Context: an optimization exercise on an open-source flow, tuned for small area and a short achievable clock period. The choices shown serve that exercise and are no tape-out recipe. At most, simulation tests tie the RTL to the original design; equivalence was not proved. Function not checked in runs 2 and 3: the RTL went through the layout flow alone. In every run shown here, the design's own scripts or RTL, not TritonCTS, make the clock network. No driver is modelled on the clock port, so clock power and skew are understated where the tree is cut down; a real chip needs a root buffer or a tree. Power figures rest on the tool's default switching activity, not on a simulated workload.

==> flow/design.v <==
module fifo_top (
    input         clk,
    input         rst,         
    input  [63:0] inputs,
    input         in_vld,
    output        fifo_rdy,
    output [63:0] outputs,
    output        fifo_vld,
    input         mac_rdy
  );
  fifo #(.WORD_L(8), .DEPTH(8), .PORT_L(8)) u_fifo (
    .clk      (clk),
    .rst      (rst),
    .inputs   (inputs),
    .in_vld   (in_vld),
    .fifo_rdy (fifo_rdy),
    .outputs  (outputs),
    .fifo_vld (fifo_vld),
    .mac_rdy  (mac_rdy)
  );
endmodule

module fifo #(parameter WORD_L= 8, DEPTH= 8, PORT_L= 8) (
    input                                   clk,
    input                                   rst,
    input [PORT_L - 1 : 0] [WORD_L -1 : 0]  inputs,
    input                                   in_vld,
    output                                  fifo_rdy,
    output [PORT_L - 1 : 0] [WORD_L -1 : 0] outputs,
    output                                  fifo_vld,
    input                                   mac_rdy
  );
  localparam W = PORT_L * WORD_L;
  localparam M = DEPTH - 1;                 
  logic [M-1:0][W-1:0] mem;
  logic [W-1:0]        out_q;
  logic [M-1:0]        wr_oh;               
  logic [M-1:0]        rsel;                
  logic [DEPTH-1:0]    lvl;                 
  logic                rdy_q;               
  logic [M-1:0]        we_q;                
  logic                wr_en, rd_en, inc, dec, load, to_mem, from_mem;
  logic [DEPTH-1:0]    lvl_n;
  logic [M-1:0]        wr_oh_n, rd_oh, rd_oh_n;
  logic [W-1:0]        head;
  assign fifo_rdy = rdy_q;
  assign fifo_vld = lvl[0];
  assign outputs  = out_q;
  assign wr_en    = in_vld  & rdy_q;
  assign rd_en    = mac_rdy & lvl[0];
  assign inc      = wr_en & ~rd_en;
  assign dec      = rd_en & ~wr_en;
  assign load     = mac_rdy | ~lvl[0];
  assign from_mem = mac_rdy & lvl[1];       
  assign to_mem   = wr_en & (lvl[1] | (lvl[0] & ~mac_rdy));
  always_comb begin
    for (int i = 0; i < DEPTH; i++) begin
      if (inc)      lvl_n[i] = (i == 0) ? 1'b1 : lvl[i-1];
      else if (dec) lvl_n[i] = (i == DEPTH-1) ? 1'b0 : lvl[i+1];
      else          lvl_n[i] = lvl[i];
    end
  end
  assign rd_oh   = lvl[1] ? rsel : wr_oh;
  assign wr_oh_n = to_mem   ? {wr_oh[M-2:0], wr_oh[M-1]} : wr_oh;
  assign rd_oh_n = from_mem ? {rd_oh[M-2:0], rd_oh[M-1]} : rd_oh;
  always_ff @(posedge clk) begin
    if (!rst) begin
      lvl   <= '0;
      rdy_q <= 1'b1;
      wr_oh <= M'(1);
      we_q  <= M'(1);
      rsel  <= '0;
    end else begin
      lvl   <= lvl_n;
      rdy_q <= ~lvl_n[DEPTH-1];
      wr_oh <= wr_oh_n;
      we_q  <= lvl_n[DEPTH-1] ? '0 : wr_oh_n;
      rsel  <= lvl_n[1] ? rd_oh_n : '0;
    end
  end
  always_comb begin
    head = inputs & {W{~lvl[1]}};
    for (int k = 0; k < M; k++)
      head = head | (mem[k] & {W{rsel[k]}});
  end
  always_ff @(posedge clk) begin
    for (int k = 0; k < M; k++)
      if (we_q[k]) mem[k] <= inputs;
  end
  always_ff @(posedge clk)
    if (load) out_q <= head;
endmodule
==> flow/flow/run.sh <==
#!/bin/bash
# Standard layout (the standard.sh, standard synthesis unchanged) with
# three changes:
#  - port buffers are buf_2 cells instead of the slow clkdlybuf4s50_1 that
#    buffer_ports picks by default;
#  - after global placement, flow/outff.tcl moves each flip-flop that drives
#    an output port buffer next to that buffer (detailed placement legalizes);
#  - the clock tree is a balanced two-level inverter tree built by
#    flow/mycts.tcl in place of clock_tree_synthesis.
set -euo pipefail
export MYCTS_LEAF_SIZE=20
export MYCTS_MID=4
export MYCTS_BUF=sky130_fd_sc_hd__clkinv_8
export MYCTS_MIDBUF=sky130_fd_sc_hd__clkinv_16
export OUTFF_AT_PIN=1
bash standard.sh \
  "BUFFER_PORTS_ARGS=-buffer_cell sky130_fd_sc_hd__buf_2" \
  "POST_GLOBAL_PLACE_TCL=$PWD/flow/outff.tcl" \
  "PRE_CTS_TCL=$PWD/flow/mycts.tcl" \
  finish > standard.log 2>&1
==> flow/flow/mycts.tcl <==
# Two-level clock tree built by hand, used in place of clock_tree_synthesis.
# The clock port drives a few mid buffers; each drives leaf buffers placed at
# the centroids of k-means clusters of the flip-flops; every flip-flop is
# driven by a leaf buffer. Cells and cluster sizes come from MYCTS_* variables.

proc kmeans {pts k iters} {
  # pts: list of {x y}; returns list of cluster index per point
  set n [llength $pts]
  set cent {}
  # seed: points spread along sorted order
  set sorted [lsort -real -index 0 $pts]
  for {set i 0} {$i < $k} {incr i} {
    lappend cent [lindex $sorted [expr {int(($i + 0.5) * $n / $k)}]]
  }
  set asg [lrepeat $n 0]
  for {set it 0} {$it < $iters} {incr it} {
    set asg {}
    foreach p $pts {
      lassign $p x y
      set best 0; set bd 1e30
      set c 0
      foreach q $cent {
        lassign $q cx cy
        set d [expr {($x-$cx)*($x-$cx) + ($y-$cy)*($y-$cy)}]
        if {$d < $bd} { set bd $d; set best $c }
        incr c
      }
      lappend asg $best
    }
    set sx [lrepeat $k 0.0]; set sy [lrepeat $k 0.0]; set sn [lrepeat $k 0]
    foreach p $pts a $asg {
      lassign $p x y
      lset sx $a [expr {[lindex $sx $a] + $x}]
      lset sy $a [expr {[lindex $sy $a] + $y}]
      lset sn $a [expr {[lindex $sn $a] + 1}]
    }
    set new {}
    for {set c 0} {$c < $k} {incr c} {
      if {[lindex $sn $c] > 0} {
        lappend new [list [expr {[lindex $sx $c] / [lindex $sn $c]}] [expr {[lindex $sy $c] / [lindex $sn $c]}]]
      } else {
        lappend new [lindex $cent $c]
      }
    }
    set cent $new
  }
  return [list $asg $cent]
}

proc balance {pts cent cap} {
  # Assign each point to a cluster with room left, nearest pairs first.
  set pairs {}
  set i 0
  foreach p $pts {
    lassign $p x y
    set c 0
    foreach q $cent {
      lassign $q cx cy
      lappend pairs [list [expr {abs($x-$cx) + abs($y-$cy)}] $i $c]
      incr c
    }
    incr i
  }
  set asg [lrepeat [llength $pts] -1]
  set room [lrepeat [llength $cent] $cap]
  foreach pr [lsort -real -index 0 $pairs] {
    lassign $pr d i c
    if {[lindex $asg $i] >= 0 || [lindex $room $c] <= 0} continue
    lset asg $i $c
    lset room $c [expr {[lindex $room $c] - 1}]
  }
  return $asg
}

proc centroids {pts asg k} {
  set sx [lrepeat $k 0.0]; set sy [lrepeat $k 0.0]; set sn [lrepeat $k 0]
  foreach p $pts a $asg {
    lassign $p x y
    lset sx $a [expr {[lindex $sx $a] + $x}]
    lset sy $a [expr {[lindex $sy $a] + $y}]
    lset sn $a [expr {[lindex $sn $a] + 1}]
  }
  set cent {}
  for {set c 0} {$c < $k} {incr c} {
    set m [expr {max(1, [lindex $sn $c])}]
    lappend cent [list [expr {[lindex $sx $c] / $m}] [expr {[lindex $sy $c] / $m}]]
  }
  return $cent
}

proc inst_center {inst} {
  set b [$inst getBBox]
  return [list [expr {([$b xMin] + [$b xMax]) / 2.0}] [expr {([$b yMin] + [$b yMax]) / 2.0}]]
}

proc my_clock_tree {} {
  set leaf_size [expr {[info exists ::env(MYCTS_LEAF_SIZE)] ? $::env(MYCTS_LEAF_SIZE) : 32}]
  set nmid [expr {[info exists ::env(MYCTS_MID)] ? $::env(MYCTS_MID) : 4}]
  set bufname [expr {[info exists ::env(MYCTS_BUF)] ? $::env(MYCTS_BUF) : "sky130_fd_sc_hd__clkbuf_16"}]
  set block [ord::get_db_block]
  set master [[ord::get_db] findMaster $bufname]
  set midname [expr {[info exists ::env(MYCTS_MIDBUF)] ? $::env(MYCTS_MIDBUF) : $bufname}]
  set mmaster [[ord::get_db] findMaster $midname]
  set clk [$block findNet clk]
  set sinks {}
  set pts {}
  foreach it [$clk getITerms] {
    lappend sinks $it
    lappend pts [inst_center [$it getInst]]
  }
  set n [llength $sinks]
  set k [expr {int(ceil(double($n) / $leaf_size))}]
  puts "mycts: $n sinks, $k leaf buffers, $nmid mid buffers"
  lassign [kmeans $pts $k 30] asg cent
  set cap [expr {int(ceil(double($n) / $k))}]
  for {set r 0} {$r < 8} {incr r} {
    set asg [balance $pts $cent $cap]
    set cent [centroids $pts $asg $k]
  }
  # leaves
  set leaves {}
  for {set c 0} {$c < $k} {incr c} {
    set inst [odb::dbInst_create $block $master "clkbuf_leaf_${c}_clk"]
    set net [odb::dbNet_create $block "clknet_leaf_${c}_clk"]
    $net setSigType CLOCK
    [$inst getFirstOutput] connect $net
    lassign [lindex $cent $c] x y
    $inst setLocation [expr {int($x)}] [expr {int($y)}]
    $inst setPlacementStatus PLACED
    lappend leaves $inst
  }
  foreach it $sinks a $asg {
    $it disconnect
    $it connect [$block findNet "clknet_leaf_${a}_clk"]
  }
  # mids
  lassign [kmeans $cent $nmid 30] masg mcent
  for {set m 0} {$m < $nmid} {incr m} {
    set inst [odb::dbInst_create $block $mmaster "clkbuf_mid_${m}_clk"]
    set net [odb::dbNet_create $block "clknet_mid_${m}_clk"]
    $net setSigType CLOCK
    [$inst getFirstOutput] connect $net
    [$inst findITerm A] connect $clk
    lassign [lindex $mcent $m] x y
    $inst setLocation [expr {int($x)}] [expr {int($y)}]
    $inst setPlacementStatus PLACED
  }
  foreach leaf $leaves a $masg {
    [$leaf findITerm A] connect [$block findNet "clknet_mid_${a}_clk"]
  }
  $clk setSigType CLOCK
  catch {global_connect}
  set_propagated_clock [all_clocks]
  puts "mycts: done"
}

if {[info commands orig_clock_tree_synthesis] == ""} {
  rename clock_tree_synthesis orig_clock_tree_synthesis
  proc clock_tree_synthesis {args} { my_clock_tree }
}
==> flow/flow/outff.tcl <==
# After global placement: move each flip-flop that drives an output port's
# buffer next to that buffer, so the flop's output wire is short. Detailed
# placement legalizes the moved cells afterwards.
proc move_output_flops {} {
  set block [ord::get_db_block]
  set die [$block getDieArea]
  set cx [expr {([$die xMin] + [$die xMax]) / 2.0}]
  set cy [expr {([$die yMin] + [$die yMax]) / 2.0}]
  set step [expr {[info exists ::env(OUTFF_STEP_UM)] ? $::env(OUTFF_STEP_UM) : 6.0}]
  set step [expr {$step * [$block getDbUnitsPerMicron]}]
  set moved 0
  foreach bt [$block getBTerms] {
    if {[$bt getIoType] != "OUTPUT"} continue
    set net [$bt getNet]
    if {$net == "NULL"} continue
    set buf ""
    foreach it [$net getITerms] {
      if {[$it isOutputSignal]} { set buf [$it getInst] }
    }
    if {$buf == ""} continue
    set ff ""
    foreach it [$buf getITerms] {
      if {[$it isInputSignal]} {
        set n [$it getNet]
        if {$n == "NULL"} continue
        foreach j [$n getITerms] {
          if {[$j isOutputSignal] && [[[$j getInst] getMaster] isSequential]} { set ff [$j getInst] }
        }
      }
    }
    if {$ff == ""} continue
    lassign [$buf getLocation] bx by
    if {[info exists ::env(OUTFF_AT_PIN)] && $::env(OUTFF_AT_PIN)} {
      # put the port buffer just inside the core next to its pin
      set core [$block getCoreArea]
      set pb [$bt getBBox]
      set px [expr {([$pb xMin] + [$pb xMax]) / 2}]
      set py [expr {([$pb yMin] + [$pb yMax]) / 2}]
      set bx [expr {min(max($px, [$core xMin]), [$core xMax] - 3000)}]
      set by [expr {min(max($py, [$core yMin]), [$core yMax] - 3000)}]
      $buf setLocation $bx $by
    }
    set dx [expr {$cx - $bx}]; set dy [expr {$cy - $by}]
    set d [expr {hypot($dx, $dy)}]
    if {$d < 1} continue
    set x [expr {int($bx + $step * $dx / $d)}]
    set y [expr {int($by + $step * $dy / $d)}]
    $ff setLocation $x $y
    incr moved
  }
  puts "outff: moved $moved output flip-flops next to their port buffers"
}
move_output_flops
==> flow/standard.sh <==
#!/bin/bash
# synth_recipe.tcl (not shown) runs the flow's synth.tcl, then flattens the netlist and writes it again
# the make line also repeats each setting of config.mk as NAME=value (left out here)
make -C /OpenROAD-flow-scripts/flow DESIGN_CONFIG=/design/flow/config.mk WORK_HOME=/design/flow/orfs CLKGATE_MAP_FILE= SYNTH_SCRIPT=/design/flow/synth_recipe.tcl "${@:-finish}"
==> flow/config.mk <==
export PLATFORM = sky130hd
export DESIGN_NAME = fifo_top
export DESIGN_NICKNAME = fifo_top
export VERILOG_FILES = /design/flow/design.v
export SDC_FILE = /design/flow/constraint.sdc
export NUM_CORES = 4
export LEC_CHECK = 0
export CAP_MARGIN = 20
export CORE_MARGIN = 2
export CORE_UTILIZATION = 60
export SETUP_SLACK_MARGIN = 2.92
export SLEW_MARGIN = 20
==> flow/constraint.sdc <==
create_clock -name core_clock -period 4.5 [get_ports {clk}]
set_input_delay 0.9000 -clock core_clock [delete_from_list [all_inputs] [get_ports {clk}]]
set_output_delay 0.9000 -clock core_clock [all_outputs]
set_load 0.01 [all_outputs]
==> flow_summary.json, run 1 <==
{
  "cp.arrival_ns": 1.91,
  "synth_area_sq_um": 19120,
  "startpoint_type": "input port",
  "seqCellArea_sq_um": 16040,
  "synth_top_cell_by_area": "edfxtp_1",
  "area_growth_syn_to_layout_pct": 14.37,
  "ys_ff_latch": 542,
  "finalSetupTns_ns": 0,
  "reg2reg_slack_ns": 2.93,
  "vdd_drop_max_uv": 263.5,
  "antenna_found_initial": 7,
  "grt_overflow": 0,
  "n_fill_cell": 2014,
  "worst_path_max_delay_cell": "o211ai_1",
  "finalSetupViolCount": 0,
  "die_h_um": 182.5,
  "clkTransAtPathRegs_ns": 0.09,
  "period_minus_slack_ns": 1.766,
  "tightest_slew_ns": 0.6833,
  "hold-worst-slack_ns": 0.5551,
  "grt_usage": 0.2780,
  "syn_inst": 1009,
  "syn-mean-instance-area_sq_um": 18.95,
  "synth_nets": 1079,
  "fmax_mhz": 566.1,
  "wl_met1_um": 19420,
  "drive_gt1_frac": 0.2328,
  "nets": 1236,
  "rsz0062_at_grt": "true",
  "synth_most_common_cell": "edfxtp_1",
  "grt_start_max_net_pins": 65,
  "pin_count": 134,
  "clk_latency_ns": 0.24,
  "synth_edf_count": 512,
  "async_flop_share": 0,
  "crit_required_ns": 4.64,
  "drt_wl_total_um": 47810,
  "hold_path_class": "reg2reg",
  "yosysWarnings": 1,
  "finalClockSkew_ns": 0.05760,
  "grt_pass1_wl_um": 67340,
  "rows": 65,
  "route.top_layer_used": "met5",
  "post_drt_wl_per_cell_um": 30.47,
  "vias_per_cell": 6.797,
  "synth_seq_area_share": 0.8355,
  "ys.flop_type": "edfxtp_1",
  "ys_top_cells_by_count": "edfxtp_1 (512), a22oi_1 (256), nand4_1 (64)",
  "finalHoldViolCount": 0,
  "synthTopCellsByArea": "edfxtp_1 (80%), a22oi_1 (10%), dfxtp_1 (3.1%)",
  "place_ws_ns": 1.823,
  "grt_pass1_vias": 10380,
  "crit_chain": "buf_8, nand2_8, inv_4, ha_4, buf_6, o211ai_1, buf_4, nor2_2",
  "portBuffers": 133,
  "status": "no timing/DRC/antenna violations",
  "initial_core_util": 0.6075,
  "multi_input_area_sq_um": 3090,
  "final_cells": 1569,
  "slew_violations": 0,
  "remaining_drc_errors": 0,
  "place_inst": 1489,
  "fin_util": 0.6948,
  "core_area_sq_um": 31470,
  "powerDensity_nw_per_um2": 379.4,
  "fin_ws_ns": 2.734,
  "met2_wirelength_um": 22970,
  "ys_types": 23,
  "power_leakage_uw": 0.006983,
  "maxSlewHeadroom": 0.5445,
  "dieArea_sq_um": 33310,
  "period_share": 0.3925,
  "firstDrtPassIters": 6,
  "hpwl_um": 19390,
  "drtIter0Drc": 1157,
  "wl_met3_um": 4225,
  "vias": 10660,
  "die_x_um": 182.5,
  "maxCapViolations": 0,
  "synth_top_area_frac": 0.8041,
  "critPathCaptureType": "flip-flop",
  "cp_max_fo": 6,
  "drtAntennaViolNets": 0,
  "critPathKind": "in2reg",
  "cpPeakStageDelay_ns": 0.22
}
-- metal layers --
layer / global-route usage / up-vias
met2: 0.4508 / 525
met4: 0.06548 / 6
met5: 0 / -
met3: 0.04330 / 85
li1: - / 4520
met1: 0.4055 / 5528
-- metrics by stage --
step | power, uW | instance area (sq um)
3_5_place_dp | 6302 | 20190
5_1_grt | 8562 | 21860
3_3_place_gp | 6292 | 20190
2_1_floorplan | 6073 | 19210
4_1_cts | 8300 | 21500
6_report | 8296 | 21870
-- critical path, delay by kind of cell --
kind | cells | cell delay (ns)
buffers and inverters | 4 | 0.49
adder cells (fa/ha/maj) | 1 | 0.15
AO/OA/AOI/OAI | 1 | 0.22
AND/OR/NAND/NOR | 2 | 0.14
-- sequential cells by signal, indices dropped and copies added (netlist names) --
name,count
u_fifo.rsel,7
u_fifo.out_q,64
u_fifo.lvl,8
u_fifo.rdy_q,1
u_fifo.wr_oh,7
u_fifo.we_q,7
u_fifo.mem,448
-- path summary, 6_finish.rpt --
| check | cells past startpoint | end | start |
|---|---|---|---|
| max | 8 | u_fifo.we_q[6]$_SDFF_PP0_ | in_vld |
| max reg2reg | 8 | u_fifo.we_q[6]$_SDFF_PP0_ | u_fifo.lvl[0]$_SDFFE_PN0P_ |
| min | 2 | u_fifo.out_q[27]$_DFFE_PN_ | u_fifo.mem[283]$_DFFE_PP_ |
| min reg2reg | 2 | u_fifo.out_q[27]$_DFFE_PN_ | u_fifo.mem[283]$_DFFE_PP_ |
-- kinds of logic after synthesis --
family / Yosys count / synth area share
flops: 542 / 0.8355
compound gates: 274 / 0.1067
simple gates: 103 / 0.03082
buf+inv: 68 / 0.01518
mux: 20 / 0.01047
fa+ha+maj: 2 / 0.001309
-- cell usage in the layout, fill, tap and decap left out, types with 2 or more instances in the layout --
cell type	synthesis	routed
mux2i_2	0	2
edfxtp_1	512	512
o21ai_1	1	4
nor2_1	13	8
ha_4	0	2
nand4_1	64	64
nor2b_1	6	6
buf_12	0	18
buf_6	2	11
a211oi_2	0	7
nand2_1	12	7
clkinv_8	0	28
nand2_2	0	2
nand2b_4	1	2
clkinv_16	0	4
nand2_8	0	2
and2_1	5	5
a22oi_1	256	255
diode_2	0	3
inv_4	0	2
buf_4	0	12
mux2i_1	20	13
dfxtp_1	30	13
o21ai_0	7	2
clkbuf_16	0	3
nor2_2	0	4
buf_2	16	129
dfxtp_4	0	16
mux2i_4	0	5
buf_16	0	10
-- where the power goes --
part	switching [uW]	internal (uW)	total, uW
clock network	1670	324	2000
registers	76.7	5690	5770
logic	319	215	534
-- what timing repair did --
item                       in CTS  in global routing
pin swaps                       7                  7
setup endpoints to repair     369                193
hold buffers                    0                  0
cloned                          5                  3
setup buffers                  26                 11
resized for setup              49                 33
-- cell type report --
type,count,area share
multi-input combinational,400,0.1413
tap,402,0.02300
sequential,542,0.7334
inverter,37,0.02798
antenna,3,0.0003433
timing repair buffer,185,0.07398
==> run 2: changes to the inputs <==
==> flow/design.v (replaced) <==
module fifo_top (
    input         clk,
    input         rst,         
    input  [63:0] inputs,
    input         in_vld,
    output        fifo_rdy,
    output [63:0] outputs,
    output        fifo_vld,
    input         mac_rdy
  );
  fifo #(.WORD_L(8), .DEPTH(8), .PORT_L(8)) u_fifo (
    .clk      (clk),
    .rst      (rst),
    .inputs   (inputs),
    .in_vld   (in_vld),
    .fifo_rdy (fifo_rdy),
    .outputs  (outputs),
    .fifo_vld (fifo_vld),
    .mac_rdy  (mac_rdy)
  );
endmodule

module fifo #(parameter WORD_L= 8, DEPTH= 8, PORT_L= 8) (
    input                                   clk,
    input                                   rst,
    input [PORT_L - 1 : 0] [WORD_L -1 : 0]  inputs,
    input                                   in_vld,
    output                                  fifo_rdy,
    output [PORT_L - 1 : 0] [WORD_L -1 : 0] outputs,
    output                                  fifo_vld,
    input                                   mac_rdy
  );
  localparam W = PORT_L * WORD_L;
  localparam M = DEPTH - 1;                 
  localparam S = DEPTH + 1 + 2 * M;         
  logic [M-1:0][W-1:0] mem;
  logic [W-1:0]        out_q;
  logic [M-1:0]        wr_oh;               
  logic [M-1:0]        rsel;                
  logic [DEPTH-1:0]    lvl;                 
  logic                rdy_q;               
  logic [W-1:0]        head;
  function automatic logic [S-1:0] next_ctrl(
      input logic iv, input logic mr, input logic [DEPTH-1:0] lvl,
      input logic rdy_q, input logic [M-1:0] wr_oh, input logic [M-1:0] rsel);
    logic             wr_en, rd_en, inc, dec, to_mem, from_mem;
    logic [DEPTH-1:0] l_n;
    logic [M-1:0]     w_n, r, r_n;
    wr_en    = iv & rdy_q;
    rd_en    = mr & lvl[0];
    inc      = wr_en & ~rd_en;
    dec      = rd_en & ~wr_en;
    to_mem   = wr_en & (lvl[1] | (lvl[0] & ~mr));
    from_mem = mr & lvl[1];
    for (int i = 0; i < DEPTH; i++) begin
      if (inc)      l_n[i] = (i == 0) ? 1'b1 : lvl[i-1];
      else if (dec) l_n[i] = (i == DEPTH-1) ? 1'b0 : lvl[i+1];
      else          l_n[i] = lvl[i];
    end
    r   = lvl[1] ? rsel : wr_oh;
    w_n = to_mem   ? {wr_oh[M-2:0], wr_oh[M-1]} : wr_oh;
    r_n = from_mem ? {r[M-2:0], r[M-1]} : r;
    next_ctrl = {l_n, ~l_n[DEPTH-1], w_n, (l_n[1] ? r_n : {M{1'b0}})};
  endfunction
  logic [S-1:0] n00, n01, n10, n11;
  assign n00 = next_ctrl(1'b0, 1'b0, lvl, rdy_q, wr_oh, rsel);
  assign n01 = next_ctrl(1'b0, 1'b1, lvl, rdy_q, wr_oh, rsel);
  assign n10 = next_ctrl(1'b1, 1'b0, lvl, rdy_q, wr_oh, rsel);
  assign n11 = next_ctrl(1'b1, 1'b1, lvl, rdy_q, wr_oh, rsel);
  assign fifo_rdy = rdy_q;
  assign fifo_vld = lvl[0];
  assign outputs  = out_q;
  always_ff @(posedge clk) begin
    if (!rst)
      {lvl, rdy_q, wr_oh, rsel} <= {{DEPTH{1'b0}}, 1'b1, M'(1), {M{1'b0}}};
    else
      {lvl, rdy_q, wr_oh, rsel} <= mac_rdy ? (in_vld ? n11 : n01)
                                           : (in_vld ? n10 : n00);
  end
  always_comb begin
    head = inputs & {W{~lvl[1]}};
    for (int k = 0; k < M; k++)
      head = head | (mem[k] & {W{rsel[k]}});
  end
  always_ff @(posedge clk) begin
    for (int k = 0; k < M; k++)
      if (wr_oh[k] & rdy_q) mem[k] <= inputs;
  end
  always_ff @(posedge clk)
    if (mac_rdy | ~lvl[0]) out_q <= head;
endmodule
--- a/flow/flow/run.sh
+++ b/flow/flow/run.sh
@@ -12,7 +12,6 @@
 export MYCTS_MID=4
 export MYCTS_BUF=sky130_fd_sc_hd__clkinv_8
 export MYCTS_MIDBUF=sky130_fd_sc_hd__clkinv_16
-export OUTFF_AT_PIN=1
 bash standard.sh \
   "BUFFER_PORTS_ARGS=-buffer_cell sky130_fd_sc_hd__buf_2" \
   "POST_GLOBAL_PLACE_TCL=$PWD/flow/outff.tcl" \
--- a/flow/flow/outff.tcl
+++ b/flow/flow/outff.tcl
@@ -30,16 +30,6 @@
     }
     if {$ff == ""} continue
     lassign [$buf getLocation] bx by
-    if {[info exists ::env(OUTFF_AT_PIN)] && $::env(OUTFF_AT_PIN)} {
-      # put the port buffer just inside the core next to its pin
-      set core [$block getCoreArea]
-      set pb [$bt getBBox]
-      set px [expr {([$pb xMin] + [$pb xMax]) / 2}]
-      set py [expr {([$pb yMin] + [$pb yMax]) / 2}]
-      set bx [expr {min(max($px, [$core xMin]), [$core xMax] - 3000)}]
-      set by [expr {min(max($py, [$core yMin]), [$core yMax] - 3000)}]
-      $buf setLocation $bx $by
-    }
     set dx [expr {$cx - $bx}]; set dy [expr {$cy - $by}]
     set d [expr {hypot($dx, $dy)}]
     if {$d < 1} continue
--- a/flow/config.mk
+++ b/flow/config.mk
@@ -8,5 +8,5 @@
 export CAP_MARGIN = 20
 export CORE_MARGIN = 2
 export CORE_UTILIZATION = 60
-export SETUP_SLACK_MARGIN = 2.92
+export SETUP_SLACK_MARGIN = 2.85
 export SLEW_MARGIN = 20
==> flow_summary.json, run 2 <==
{
  "drtIter0Drc": 1147,
  "hpwl_um": 21580,
  "dieArea_sq_um": 33750,
  "synth_most_common_cell": "edfxtp_1",
  "syn_inst": 1045,
  "grt_start_max_net_pins": 68,
  "die_x_um": 183.7,
  "largest_reg_flops": 448,
  "clkTransAtPathRegs_ns": 0.08,
  "finalClockSkew_ns": 0.07419,
  "cpPeakStageDelay_ns": 0.40,
  "critPathCaptureType": "primary output",
  "synthTopCellsByArea": "edfxtp_1 (79%), a22oi_1 (9.9%), dfxtp_1 (2.4%)",
  "crit_chain": "buf_2",
  "slew_violations": 0,
  "crit_buf_inv": 1,
  "die_h_um": 183.7,
  "n_fill_cell": 2126,
  "powerDensity_nw_per_um2": 388.2,
  "vdd_drop_max_uv": 289.0,
  "drtAntennaViolNets": 0,
  "drive_gt1_frac": 0.2399,
  "power_leakage_uw": 0.007012,
  "status": "no timing/DRC/antenna violations",
  "ys_top_cells_by_count": "edfxtp_1 (512), a22oi_1 (256), nand4_1 (64)",
  "nets": 1281,
  "drt_wl_total_um": 48700,
  "synth_top_cell_by_area": "edfxtp_1",
  "rows": 65,
  "hold_path_class": "reg2reg",
  "layout_common_cells": "edfxtp_1 (512), a22oi_1 (256), buf_2 (127)",
  "synth_top_area_frac": 0.7934,
  "maxSlewHeadroom": 0.4382,
  "firstDrtPassIters": 6,
  "fmax_mhz": 592.2,
  "critPathKind": "reg2out",
  "pin_count": 134,
  "remaining_drc_errors": 0,
  "synth_seq_area_share": 0.8171,
  "tightest_slew_ns": 0.8427,
  "largest-register": "u_fifo.mem",
  "core_area_sq_um": 31720,
  "ys_ff_latch": 535,
  "startpoint_type": "flip-flop",
  "grt_usage": 0.2847,
  "finalHoldViolCount": 0,
  "synth_area_sq_um": 19380,
  "portBuffers": 133,
  "cpLargestDelayFamily": "flip-flops",
  "yosysWarnings": 1,
  "mostFrequentLayoutCell": "edfxtp_1",
  "ctsHoldBuffers": 0,
  "fin_ws_ns": 2.811,
  "post_drt_wl_per_cell_um": 30.14,
  "synth_nets": 1115,
  "crit_required_ns": 3.60,
  "vias_per_cell": 6.858,
  "ys.flop_type": "edfxtp_1",
  "period_minus_slack_ns": 1.689,
  "vias": 11080,
  "hold-worst-slack_ns": 0.5294,
  "grt_overflow": 0,
  "syn-mean-instance-area_sq_um": 18.54,
  "synth_edf_count": 512,
  "cp.arrival_ns": 0.79,
  "finalSetupTns_ns": 0,
  "area_growth_syn_to_layout_pct": 12.75,
  "initial_core_util": 0.6110,
  "design_area_sq_um": 21850,
  "postPlaceCellArea_sq_um": 20430,
  "worst_path_max_delay_cell": "edfxtp_1",
  "cp_max_fo": 1,
  "clk_latency_ns": 0.24,
  "antenna_found_initial": 4,
  "grt_pass1_vias": 10440,
  "async_flop_share": 0,
  "place_ws_ns": 1.632,
  "maxCapViolations": 0,
  "rsz0062_at_grt": "true",
  "grt_pass1_wl_um": 69880,
  "finalSetupViolCount": 0,
  "period_share": 0.3752,
  "ys_types": 42
}
run 2: layout make-up:
class | count | area, sq um | area share
Antenna cell | 5 | 12.51 | 0.0005727
Inverter | 36 | 594.3 | 0.02720
Multi-Input combinational cell | 456 | 3545 | 0.1622
Sequential cell | 535 | 15870 | 0.7263
Tap cell | 402 | 503.0 | 0.02302
Timing Repair Buffer | 182 | 1325 | 0.06065
run 2: metrics by stage:
stage | cells | total power, uW | utilization
after floorplan | 1045 | 6195 | -
after global placement | 1532 | 6487 | 0.6441
after detailed placement | 1532 | 6500 | 0.6441
after CTS | 1596 | 8493 | 0.6808
after global routing | 1613 | 8749 | 0.6886
final | 1616 | 8481 | 0.6888
run 2: what timing repair did:
item	CTS	global route
cloned	17	4
setup endpoints to repair	620	193
pin swaps	24	8
setup buffers	16	11
gates resized for setup	58	26
run 2: cell families (layout without fill, tap and decap cells):
group / after synthesis / in the layout / share of synthesized area
and+or+nand+nor: 102 / 119 / 0.03118
buffers and inverters: 72 / 218 / 0.01717
other: 0 / 5 / 0
AOI/OAI and AO/OA: 311 / 312 / 0.1204
muxes: 23 / 23 / 0.01278
DFF: 535 / 535 / 0.8171
adders and majority gates: 2 / 2 / 0.001291
run 2: worst min-delay path: cells and delay by family (launching register included):
family | cells | cell delay [ns]
flops | 1 | 0.33
compound gates | 1 | 0.09
simple gates | 1 | 0.07
run 2: per-layer routing:
metal / up-vias / share of wire / global-route usage
met3: 75 / 0.080 / 0.03863
li1: 4743 / - / -
met5: - / 0.00027 / 0
met1: 5717 / 0.42 / 0.4333
met4: 2 / 0.026 / 0.06624
met2: 546 / 0.47 / 0.4465
run 2: path summary, 6_finish.rpt:
| check | start | to | slack, ns | cells past startpoint |
|---|---|---|---|---|
| setup / recovery | u_fifo.out_q[28]$_DFFE_PP_ | outputs[28] | 2.81 | 1 |
| hold / removal | u_fifo.mem[31]$_DFFE_PP_ | u_fifo.out_q[31]$_DFFE_PP_ | 0.53 | 2 |
| hold reg to reg | u_fifo.mem[31]$_DFFE_PP_ | u_fifo.out_q[31]$_DFFE_PP_ | 0.53 | 2 |
| setup reg to reg | u_fifo.rdy_q$_SDFF_PN1_ | u_fifo.mem[254]$_DFFE_PP_ | 2.88 | 2 |
run 2: power by group:
group | switching (uW) | total [uW] | internal, uW
sequential | 91.4 | 5770 | 5680
clock | 1670 | 1980 | 316
combinational | 453 | 725 | 272
==> run 3: changes to the inputs <==
--- a/flow/config.mk
+++ b/flow/config.mk
@@ -8,5 +8,5 @@
 export CAP_MARGIN = 20
 export CORE_MARGIN = 2
 export CORE_UTILIZATION = 60
-export SETUP_SLACK_MARGIN = 2.85
+export SETUP_SLACK_MARGIN = 2.95
 export SLEW_MARGIN = 20
==> flow_summary.json, run 3 <==
{
  "finalSetupViolCount": 0,
  "drtAntennaViolNets": 0,
  "finalHoldViolCount": 0,
  "die_x_um": 183.7,
  "remaining_drc_errors": 0,
  "wl_met3_um": 3883,
  "drtIter0Drc": 1233,
  "dieArea_sq_um": 33750,
  "slew_violations": 0,
  "synth_top_area_frac": 0.7934,
  "synth_nets": 1115,
  "period_share": 0.3799,
  "ys_ff_latch": 535,
  "die_h_um": 183.7,
  "drt_wl_total_um": 48940,
  "ys_top_cells_by_count": "edfxtp_1 (512), a22oi_1 (256), nand4_1 (64)",
  "maxCapViolations": 0,
  "clk_latency_ns": 0.23,
  "path_common_cell": "buf_6",
  "drive_gt1_frac": 0.2703,
  "grt_usage": 0.2886,
  "vias": 11170,
  "firstDrtPassIters": 5,
  "hold_path_class": "reg2reg",
  "hpwl_um": 21190,
  "startpoint_type": "flip-flop",
  "post_drt_wl_per_cell_um": 29.71,
  "synth_top_family_by_area": "compound AO/OA/AOI/OAI gates",
  "seqPwrFrac": 0.675,
  "synthMuxAreaShare": 0.01278,
  "clockPowerShare": 0.230,
  "synth-compound-area-share": 0.1204,
  "cpPeakStageDelay_ns": 0.37,
  "switching_share": 0.2590,
  "nets": 1315,
  "worst_path_max_delay_cell": "dfxtp_4",
  "syn-mean-instance-area_sq_um": 18.54,
  "period_minus_slack_ns": 1.709,
  "postPlaceCellArea_sq_um": 20410,
  "critPathKind": "reg2out",
  "synth-simple-area-share": 0.03119,
  "intPower_uw": 6330,
  "area_growth_syn_to_layout_pct": 15.80,
  "yosysWarnings": 1,
  "portBuffers": 133,
  "powerDensity_nw_per_um2": 380.7,
  "ys.flop_type": "edfxtp_1",
  "ys_types": 42,
  "initial_core_util": 0.6110,
  "synth_most_common_cell": "edfxtp_1",
  "crit_required_ns": 3.60,
  "vias_per_cell": 6.781,
  "crit_chain": "buf_6, buf_6",
  "synth_area_sq_um": 19380,
  "synth_seq_area_share": 0.8171,
  "synthTopCellsByArea": "edfxtp_1 (79%), a22oi_1 (9.9%), dfxtp_1 (2.4%)",
  "synth_edf_count": 512,
  "vdd_drop_max_uv": 282.8,
  "synth_xor_area_frac": 0,
  "status": "no timing/DRC/antenna violations",
  "wl_met1_um": 20090,
  "rows": 65,
  "fmax_mhz": 585.0,
  "route.top_layer_used": "met5",
  "grt_overflow": 0,
  "hold-worst-slack_ns": 0.5522,
  "r2r_cells": 8,
  "finalClockSkew_ns": 0.04221,
  "layout_common_cells": "edfxtp_1 (512), a22oi_1 (255), buf_2 (122)",
  "finalSetupTns_ns": 0,
  "place_ws_ns": 1.669,
  "design_area_sq_um": 22440,
  "grt_pass1_vias": 10960,
  "cp_max_fo": 4,
  "power_frac_comb": 0.095,
  "largest_reg_flops": 448,
  "antenna_found_initial": 5,
  "clkTransAtPathRegs_ns": 0.08,
  "critPathCaptureType": "primary output",
  "pin_count": 134,
  "syn_inst": 1045,
  "hold-path-cell-count": 2,
  "switchingPower_uw": 2212,
  "synth_top_cell_by_area": "edfxtp_1",
  "synth_fa_ha_area_frac": 0.001291,
  "grt_start_max_net_pins": 68,
  "mostFrequentLayoutCell": "edfxtp_1",
  "power_leakage_uw": 0.007294,
  "rsz0062_at_grt": "true",
  "core_area_sq_um": 31720,
  "async_flop_share": 0,
  "largest-register": "u_fifo.mem",
  "cp.arrival_ns": 0.81,
  "maxSlewHeadroom": 0.6194,
  "grt_pass1_wl_um": 70610,
  "met2_wirelength_um": 23760,
  "n_fill_cell": 2049,
  "tightest_slew_ns": 0.5709,
  "fin_ws_ns": 2.791,
  "ctsHoldBuffers": 0
}
[run 3: power by group through the flow]
stage	Sequential, uW	Combinational, uW	Clock, uW
floorplan	5900	293	0
global placement	5890	594	0
detailed placement	5880	616	0
CTS	5760	765	2010
global route	5780	875	2150
finish	5760	815	1960
[run 3: kinds of logic (layout without fill, tap and decap cells)]
kind of cell | Yosys count | in the layout
buffers and inverters | 72 | 252
adder cells (fa/ha/maj) | 2 | 2
flip-flops | 535 | 535
other | 0 | 2
AND/OR/NAND/NOR | 102 | 119
AO/OA/AOI/OAI | 311 | 312
multiplexers | 23 | 23
[run 3: critical path, delay by kind of cell, from the launching register on]
kind | cells | cell delay (ns)
buffers and inverters | 2 | 0.23
DFF | 1 | 0.37
[run 3: per-stage QoR]
stage,cells,power [uW],utilization
floorplan,1045,6197,-
global placement,1529,6488,0.6435
detailed placement,1529,6500,0.6435
CTS,1614,8532,0.6944
global route,1646,8810,0.7074
finish,1647,8542,0.7075
[run 3: path summary, 6_finish.rpt]
kind                                                     to  slack, ns                       from
worst max register to register  u_fifo.rsel[6]$_SDFFE_PN0P_       2.86    u_fifo.rdy_q$_SDFF_PN1_
worst min register to register   u_fifo.out_q[48]$_DFFE_PP_       0.55  u_fifo.mem[240]$_DFFE_PP_
worst min-delay path             u_fifo.out_q[48]$_DFFE_PP_       0.55  u_fifo.mem[240]$_DFFE_PP_
worst max-delay path                               fifo_rdy       2.79    u_fifo.rdy_q$_SDFF_PN1_
[run 3: cell type report]
class,instances,area [sq um],share of cell area
Inverter,36,594.3,0.02648
Tap cell,402,503.0,0.02241
Sequential cell,535,15880,0.7077
Multi-Input combinational cell,456,3618,0.1612
Timing Repair Buffer,216,1839,0.08196
Antenna cell,2,5.005,0.0002230
[run 3: repair_timing]
action / in CTS / in global routing
endpoints found under the setup margin: 665 / 222
pin swaps: 22 / 14
cloned: 24 / 1
gates resized for setup: 108 / 31
buffers inserted: 30 / 30
[run 3: routing by layer]
metal  track usage  vias to the layer above
met5             0                        -
met4       0.07840                        6
met3       0.04972                       76
met2        0.4752                      465
met1        0.4056                     5809
li1              -                     4812

==> re-timing with driven ports <==
The flow's constraints put no driver on any port. The routed layouts listed below were extracted and timed again, unchanged, in two steps.
Step 1: set_driving_cell puts a clkbuf_16 on clk and a buf_2 on each other input, an assumption about the parent block.
Step 2 times the ports against the registers' clock, not the clock port: input delays grow and output delays shrink by t, the midpoint of the rising clock arrivals with the driver on.
Slacks: ideal / step 1 / step 2; pairs: ideal / step 1.
run | t, ns | setup slack, ns | hold slack, ns | clock arrival spread, ns | worst data-port slew with drivers (ns)
run 1 | 0.460 | 2.734 / 2.575 / 2.477 | 0.555 / 0.556 / 0.556 | 0.058 / 0.057 | 0.08
run 2 | 0.439 | 2.811 / 2.571 / 2.522 | 0.529 / 0.524 / 0.524 | 0.077 / 0.083 | 0.16
run 3 | 0.462 | 2.791 / 2.541 / 2.438 | 0.552 / 0.553 / 0.553 | 0.044 / 0.040 | 0.20
After both steps setup and hold are still met in every run listed. For run 3, which loses most, drivers alone change the setup slack by -0.250 ns; drivers and shift together by -0.353 ns.
